From an optimization exercise on the open Yosys and OpenROAD flow, aimed at small area; shortcuts taken in it are not production practice.
Function was checked by simulation only, so behaviour that the tests miss may differ from the original.
Power figures rest on the tool's default switching activity, not on a simulated workload.

Design I2C_Top, start of the top module:
module I2C_Top
    (
        input clk,
        input rst,  
        input processor,
        input Sda_In,  
        output Sda_Out,  
        output Scl_Out,  
        output an7, an6, an5, an4, an3, an2, an1, an0, ca, cb, cc, cd, ce, cf, cg, dp
    );
    wire [6:0] Address;
    wire [7:0] Data_Frames;
    wire writes;
    wire [3:0] shtreads, bytesreceived, outputreceivedcounter;
    wire [2:0] masterstateout;
    wire [7:0] datareceived;
    wire [15:0] tempoutput, rhoutput;
    wire tempreadyout, rhreadyout;
    wire [2:0] sclstateout;
    wire CRC_Error_Out;
    wire Scl_Flag_Out;
    wire bitstrobe, bytedone;
    i2c_master master1 (
        .clk (clk),
        .rst (rst),
        .Sda_Out(Sda_Out),
        .Sda_In(Sda_In),
        .Processor_Ready(processor),
        .Command_Data_Frames(Data_Frames),
        .Peripheral_Address(Address),
        .Scl_Out(Scl_Out),
        .i2c_writes(writes),
        .SHT_Reads(shtreads),
        .Bytes_Received(bytesreceived),
        .Data_Received(datareceived),
        .Output_Received_Counter(outputreceivedcounter),
        .Master_State_Out(masterstateout),
        .Scl_State_Out(sclstateout),
        .CRC_Error_Out(CRC_Error_Out),
        .Scl_Flag_Out(Scl_Flag_Out),
        .Bit_Strobe(bitstrobe),
        .Byte_Done(bytedone)
        );
    i2c_sht40 peripheral1 (
        .clk (clk),
        .rst (rst),
        .Output_Received_Counter(outputreceivedcounter),
        .Data_Received(datareceived),
        .Bit_Strobe(bitstrobe),
        .Bit_In(Sda_In),
        .Byte_Done(bytedone),
        .SHT_Reads(shtreads),
        .Temperature_Output(tempoutput),
        .Humidity_Output(rhoutput),
        .Temp_Ready_Out(tempreadyout),
        .RH_Ready_Out(rhreadyout),
        .CRC_Error_Out(CRC_Error_Out)
        );
    i2c_scl scl1 (
        .clk(clk),
        .rst (rst),
        .Scl_Out(Scl_Out),
        .Sda_In(Sda_In),
        .SHT_Reads(shtreads),
        .Output_Received_Counter(outputreceivedcounter),
        .Master_State_Out(masterstateout),
        .Scl_State_Out(sclstateout),
        .Scl_Flag_Out(Scl_Flag_Out)
    );
    segdisplay segdisplay1 (
        .clk(clk),
        .rst (rst),
        .i_temp(tempoutput),
        .i_rh(rhoutput),
  ...
For scale: ~910 cells after synthesis, about 140 flip-flops, about 22 I/O pins.
Settings: LEC_CHECK=0, ABC_AREA=1, CAP_MARGIN=20, CORE_MARGIN=2, CORE_UTILIZATION=65, CTS_BUF_LIST=sky130_fd_sc_hd__clkbuf_4 sky130_fd_sc_hd__clkbuf_8, SLEW_MARGIN=20; clock period 15.0 ns.
standard.sh (not shown) runs the stock make flow with config.mk's settings and CLKGATE_MAP_FILE= SYNTH_SCRIPT=/design/flow/synth_recipe.tcl, a recipe that flattens the netlist after the stock synthesis.
==> flow/flow/run.sh <==
#!/bin/bash
# Own flow: the standard layout (standard.sh) with two changes:
#  - synthesis reads a copy of ORFS's scripts in which abc_area.script is
#    replaced by flow/abc_area.script (a stronger ABC area script); the
#    flip-flops are mapped before ABC runs, so the registers, their names and
#    cell types are those of the standard synthesis;
#  - clock tree synthesis builds its tree from clkbuf_8 cells and
#    clusters the sinks under clkbuf_4 cells;
#  - the port buffers that global placement inserts on every input and output
#    are sky130_fd_sc_hd__buf_1 cells.
set -euo pipefail
W=$PWD
rm -rf "$W/scripts_mod"
cp -r "$FLOW_HOME/scripts" "$W/scripts_mod"
cp "$W/flow/abc_area.script" "$W/scripts_mod/abc_area.script"
bash standard.sh SCRIPTS_DIR="$W/scripts_mod" synth > "$W/standard_synth.log" 2>&1
bash standard.sh BUFFER_PORTS_ARGS="-buffer_cell sky130_fd_sc_hd__buf_1" CTS_ARGS="-sink_clustering_enable -repair_clock_nets -root_buf sky130_fd_sc_hd__clkbuf_8 -tree_buf sky130_fd_sc_hd__clkbuf_8 -sink_clustering_buffer sky130_fd_sc_hd__clkbuf_4 -buf_list {sky130_fd_sc_hd__clkbuf_4 sky130_fd_sc_hd__clkbuf_8}" finish > "$W/standard_finish.log" 2>&1
==> flow/flow/abc_area.script <==
strash
&get -n
&deepsyn -T 60
&nf -p -F 8 -A 4 -a -R 1000
&put
topo
dnsize -c
Next try:
--- a/flow/flow/run.sh
+++ b/flow/flow/run.sh
@@ -2 +2 @@
-# Own flow: the standard layout (standard.sh) with two changes:
+# Own flow: the standard layout (standard.sh) with these changes:
@@ -7,2 +7 @@
-#  - clock tree synthesis builds its tree from clkbuf_8 cells and
-#    clusters the sinks under clkbuf_4 cells;
+#  - clock tree synthesis adds no dummy load cells (-dont_use_dummy_load);
@@ -17 +16 @@
-bash standard.sh BUFFER_PORTS_ARGS="-buffer_cell sky130_fd_sc_hd__buf_1" CTS_ARGS="-sink_clustering_enable -repair_clock_nets -root_buf sky130_fd_sc_hd__clkbuf_8 -tree_buf sky130_fd_sc_hd__clkbuf_8 -sink_clustering_buffer sky130_fd_sc_hd__clkbuf_4 -buf_list {sky130_fd_sc_hd__clkbuf_4 sky130_fd_sc_hd__clkbuf_8}" finish > "$W/standard_finish.log" 2>&1
+bash standard.sh BUFFER_PORTS_ARGS="-buffer_cell sky130_fd_sc_hd__buf_1" CTS_ARGS="-repair_clock_nets -dont_use_dummy_load -buf_list {sky130_fd_sc_hd__clkbuf_4 sky130_fd_sc_hd__clkbuf_8}" finish > "$W/standard_finish.log" 2>&1
Settings changed: CORE_UTILIZATION 65 to 75.
The new run produced a clean layout.
Clock skew rose by 0.020 ns.
Cell area fell by 2.7%.
Power fell by 13%.
Critical path depth stays the same.
Global-route usage rose by 4.1 points.
Worst setup slack improved by 0.12 ns.
Cell count fell by 2.3%.
Non-clock buffer count is unchanged.
Register-to-register slack improved by 0.12 ns.
First-iteration DRC count rose by 32%.
Combinational power stays flat.

-- port drivers added, routing unchanged --
No port has a modelled driver above. Below, the same layouts with a new extraction and two added sets of constraints.
Step 1: set_driving_cell puts a clkbuf_16 on clk and a buf_2 on each other input, an assumption about the parent block.
Step 2 also shifts input and output timing later by t, the mid clock arrival at the registers, as if the neighbouring blocks saw the same clock.
Three values: ideal ports, drivers, drivers and shift; two values: the first two.
run	shift t [ns]	setup slack, ns	hold slack, ns	worst setup path after step 2	worst slew at a driven data input, ns
the first run	0.470	4.615 / 4.615 / 4.615	0.460 / 0.460 / 0.460	register to register	0.03
the second run	0.452	4.730 / 4.730 / 4.730	0.455 / 0.455 / 0.455	register to register	0.03
After both steps setup and hold are still met in every run listed.
